From an optimization exercise on the open Yosys and OpenROAD flow, aimed at small area, a short achievable clock period and few clock cycles; shortcuts taken in it are not production practice. Function was checked by simulation only, so behaviour that the tests miss may differ from the original. No activity file was given, so power comes from the tool's default toggle rates.

juniper:
## RV32i_top
module RV32i_top (
    input  logic        clk_i,
    input  logic        resetn_i,
    input  logic        imem_valid_i,
    output logic [31:0] imem_add_o,
    input  logic [31:0] imem_data_i,
    output logic [31:0] dmem_add_o,
    input  logic [31:0] dmem_do_i,
    output logic [31:0] dmem_di_o,
    output logic        dmem_we_o,
    output logic        dmem_re_o,
    output logic [ 3:0] dmem_ble_o
);
For scale: about 4900 cells after synthesis, ~1200 flip-flops, roughly 170 I/O pins, about 59000 sq um of cells after synthesis.
clock: 10.0 ns
lec_check: 0
abc_clock_period_in_ps: 3000
cap_margin: 20
core_margin: 2
core_utilization: 40
setup_slack_margin: 5
slew_margin: 20
run.sh (not shown) runs the stock make flow with config.mk's settings and CLKGATE_MAP_FILE= SYNTH_SCRIPT=/design/flow/synth_recipe.tcl, a recipe that flattens the netlist after the stock synthesis.
Testbench counts of juniper, summed over its fixed seeds: cycles 72,984.
#### Input delta (ember over juniper)
# juniper
export LEC_CHECK = 0
export ABC_CLOCK_PERIOD_IN_PS = 3000
export CAP_MARGIN = 20
export CORE_MARGIN = 2
export CORE_UTILIZATION = 40
export SETUP_SLACK_MARGIN = 5
export SLEW_MARGIN = 20
create_clock -name core_clock -period 10.0 [get_ports {clk_i}]
# ember
export LEC_CHECK = 0
export CAP_MARGIN = 20
export CORE_MARGIN = 2
export CORE_UTILIZATION = 40
export SLEW_MARGIN = 20
create_clock -name core_clock -period 10.0 [get_ports {clk_i}]
==> results.txt <==
ember ended with every stage complete and zero timing, DRC or antenna violations. met1 wire length of ember falls short of that of juniper slightly. ember gives more area fraction of clock buffers and clock inverters than juniper did. For fraction of area in multi-input gates, juniper and ember come out practically identical. Against juniper, first-pass GRT wire length in ember came out better.
The following lists how tundra was set up differently from ember:
# ember
export LEC_CHECK = 0
export CAP_MARGIN = 20
export CORE_MARGIN = 2
export CORE_UTILIZATION = 40
export SLEW_MARGIN = 20
create_clock -name core_clock -period 10.0 [get_ports {clk_i}]
# tundra
export LEC_CHECK = 0
export CAP_MARGIN = 20
export CORE_MARGIN = 2
export CORE_UTILIZATION = 40
export SETUP_SLACK_MARGIN = 5
export SLEW_MARGIN = 20
create_clock -name core_clock -period 10.0 [get_ports {clk_i}]
==> comparison <==
- Every stage of the flow completed for ember, and the final layout passed the timing, DRC and antenna checks.
- The final layout from tundra, which completed every stage, passed the timing, DRC and antenna checks at the end of the flow.
- tundra against ember: met3 wirelength from detailed routing has decreased, sequential share of layout area has decreased, multi-input gate share of the layout cell area has remained practically unchanged, post-route minimum period has decreased.
- Reported for tundra and ember, max-slew violation count turned out identical to the last digit.
- Where leakage power figure is concerned, ember is better than tundra.
- tundra reports a lower internal power consumption than ember does.
- Critical path's slowest cell: nor2_1 -> ember, a31oi_1 -> tundra
Input changes introduced in quartz (baseline for comparison: tundra):
# tundra
export LEC_CHECK = 0
export CAP_MARGIN = 20
export CORE_MARGIN = 2
export CORE_UTILIZATION = 40
export SETUP_SLACK_MARGIN = 5
export SLEW_MARGIN = 20
create_clock -name core_clock -period 10.0 [get_ports {clk_i}]
# quartz
export LEC_CHECK = 0
export CAP_MARGIN = 20
export CORE_MARGIN = 2
export CORE_UTILIZATION = 40
export SLEW_MARGIN = 20
create_clock -name core_clock -period 10.0 [get_ports {clk_i}]
==> flow/flow/run.sh (new file) <==
#!/bin/bash
# Layout: the standard flow (standard.sh), with the timing-repair knobs
# from flow/knobs.sh exported to ORFS. Each tool's output is in standard.log
# here and in ORFS's own logs under orfs/logs.
set -euo pipefail
source flow/knobs.sh
bash standard.sh > standard.log 2>&1
==> flow/flow/knobs.sh (new file) <==
export SETUP_SLACK_MARGIN=6.5
export TNS_END_PERCENT=5
==> flow/standard.sh (new file) <==
#!/bin/bash
# synth_recipe.tcl (not shown) runs the flow's synth.tcl, then flattens the netlist and writes it again
# the make line also repeats each setting of config.mk as NAME=value (left out here)
make -C /OpenROAD-flow-scripts/flow DESIGN_CONFIG=/design/flow/config.mk WORK_HOME=/design/flow/orfs CLKGATE_MAP_FILE= SYNTH_SCRIPT=/design/flow/synth_recipe.tcl "${@:-finish}"
removed: flow/run.sh
Sort tundra and quartz by first-pass GRT wire length asc -> top: tundra. Wire length on met1 went up by a few percent going from tundra to quartz. Diff tundra -> quartz | half-perimeter wire length of the detailed placement result | up slightly. Looking at number of clock buffers in the layout, quartz sits 12 above tundra. Looking only at worst setup slack, and setting everything else aside, the higher value of tundra and quartz goes to quartz. Maximum fanout along the worst path is lower on quartz. Per the comparison of quartz with tundra, post-detailed-routing wire length went up about 6%, transition time at the pin with the least slew margin went down 0.056 ns, sequential share of layout area went down 3.4 points. tundra -> quartz: count of buffers not belonging to the clock network in the layout increased by more than half. The higher delay contributed by the slowest stage of the critical path of tundra and quartz is in tundra.
## Diff of input files: raven against quartz
==> flow/flow/knobs.sh <==
export SETUP_SLACK_MARGIN=6.0
Findings:
- Total negative slack essentially unchanged between quartz and raven.
- Compared quartz against raven; clock latency on the worst-skew pair within noise.
- Measured against raven, the non-clock buffer count of quartz comes out at 1.11 times the reference value.
- Max combinational fraction of design power across quartz and raven: quartz
- Sort quartz and raven by area growth from synthesis to layout desc -> top: quartz
- The initial antenna violation count reported for raven is smaller than that of quartz by 6.
- In the final design statistics, raven uses fewer standard cells in total than quartz.
- The cell-internal power of raven was inferior to that of quartz.
- Clock distribution power (lower): quartz
- Looking at quartz and raven, the portion of the clock cycle consumed by the worst path in the final layout is a wash.

* * *

RV32i_top, a different RTL version from the one above (not shown whole).
Size in the first run: ~4800 cells after synthesis, roughly 58000 µm² of cells after synthesis.
// RV32i_top
module RV32i_top (
    input  logic        clk_i,
    input  logic        resetn_i,
    input  logic        imem_valid_i,
    output logic [31:0] imem_add_o,
    input  logic [31:0] imem_data_i,
    output logic [31:0] dmem_add_o,
    input  logic [31:0] dmem_do_i,
    output logic [31:0] dmem_di_o,
    output logic        dmem_we_o,
    output logic        dmem_re_o,
    output logic [ 3:0] dmem_ble_o
);
clock: 10.0 ns
lec_check: 0
cap_margin: 20
core_margin: 2
core_utilization: 40
cts_buf_list: sky130_fd_sc_hd__clkbuf_8
cts_cluster_diameter: 100
cts_cluster_size: 16
slew_margin: 20
standard.sh (not shown) runs the stock make flow with config.mk's settings and CLKGATE_MAP_FILE= SYNTH_SCRIPT=/design/flow/synth_recipe.tcl, a recipe that flattens the netlist after the stock synthesis.
==> flow/flow/run.sh <==
#!/bin/bash
# Layout: the standard flow (standard.sh), with the timing-repair knobs
# from flow/knobs.sh exported to ORFS. Each tool's output is in standard.log
# here and in ORFS's own logs under orfs/logs.
set -euo pipefail
source flow/knobs.sh
bash standard.sh > standard.log 2>&1
==> flow/flow/knobs.sh <==
export SETUP_SLACK_MARGIN=6.0
export BUFFER_PORTS_ARGS="-buffer_cell sky130_fd_sc_hd__buf_2"
The baseline completed without violations.
Testbench counts at the start, summed over its fixed seeds: cycles 72,984.
Then changed:
Settings changed: CTS_CLUSTER_SIZE 16 to 12.
=> Clock-buffer cell count came out higher by 23; global-route usage barely changes; cell area came out higher by 0.86%; via count came out higher by 0.33%; die area does not change.

## afterwards: timing with drivers on the ports
No port has a modelled driver above. Below, the same layouts with a new extraction and two added sets of constraints. Step 1 assumes that a clkbuf_16 drives the clock port and a buf_2 every other input. Step 2 also shifts input and output timing later by t, the mid clock arrival at the registers, as if the neighbouring blocks saw the same clock. a / b / c = ideal ports / drivers / drivers and shift; a / b = the first two.
| run | t, ns | setup slack, ns | worst setup path after step 2 | worst data-port slew with drivers (ns) |
|---|---|---|---|---|
| juniper | 0.847 | 4.787 / 4.840 / 3.993 | input to register | 0.13 |
| ember | 0.866 | 3.598 / 3.598 / 2.816 | input to register | 0.15 |
| tundra | 0.847 | 4.787 / 4.840 / 3.993 | input to register | 0.13 |
| quartz | 0.852 | 5.781 / 5.782 / 4.932 | input to register | 0.15 |
| raven | 0.865 | 5.774 / 5.771 / 4.906 | input to register | 0.13 |
| the first run of note 2 | 0.920 | 5.833 / 5.860 / 4.940 | input to register | 0.10 |
| the second run of note 2 | 0.912 | 5.899 / 5.904 / 4.992 | input to register | 0.10 |
After both steps every run listed still meets setup and hold. The setup slack of the second run of note 2, which loses most, moves by +0.005 ns with the drivers and by -0.907 ns with both steps.
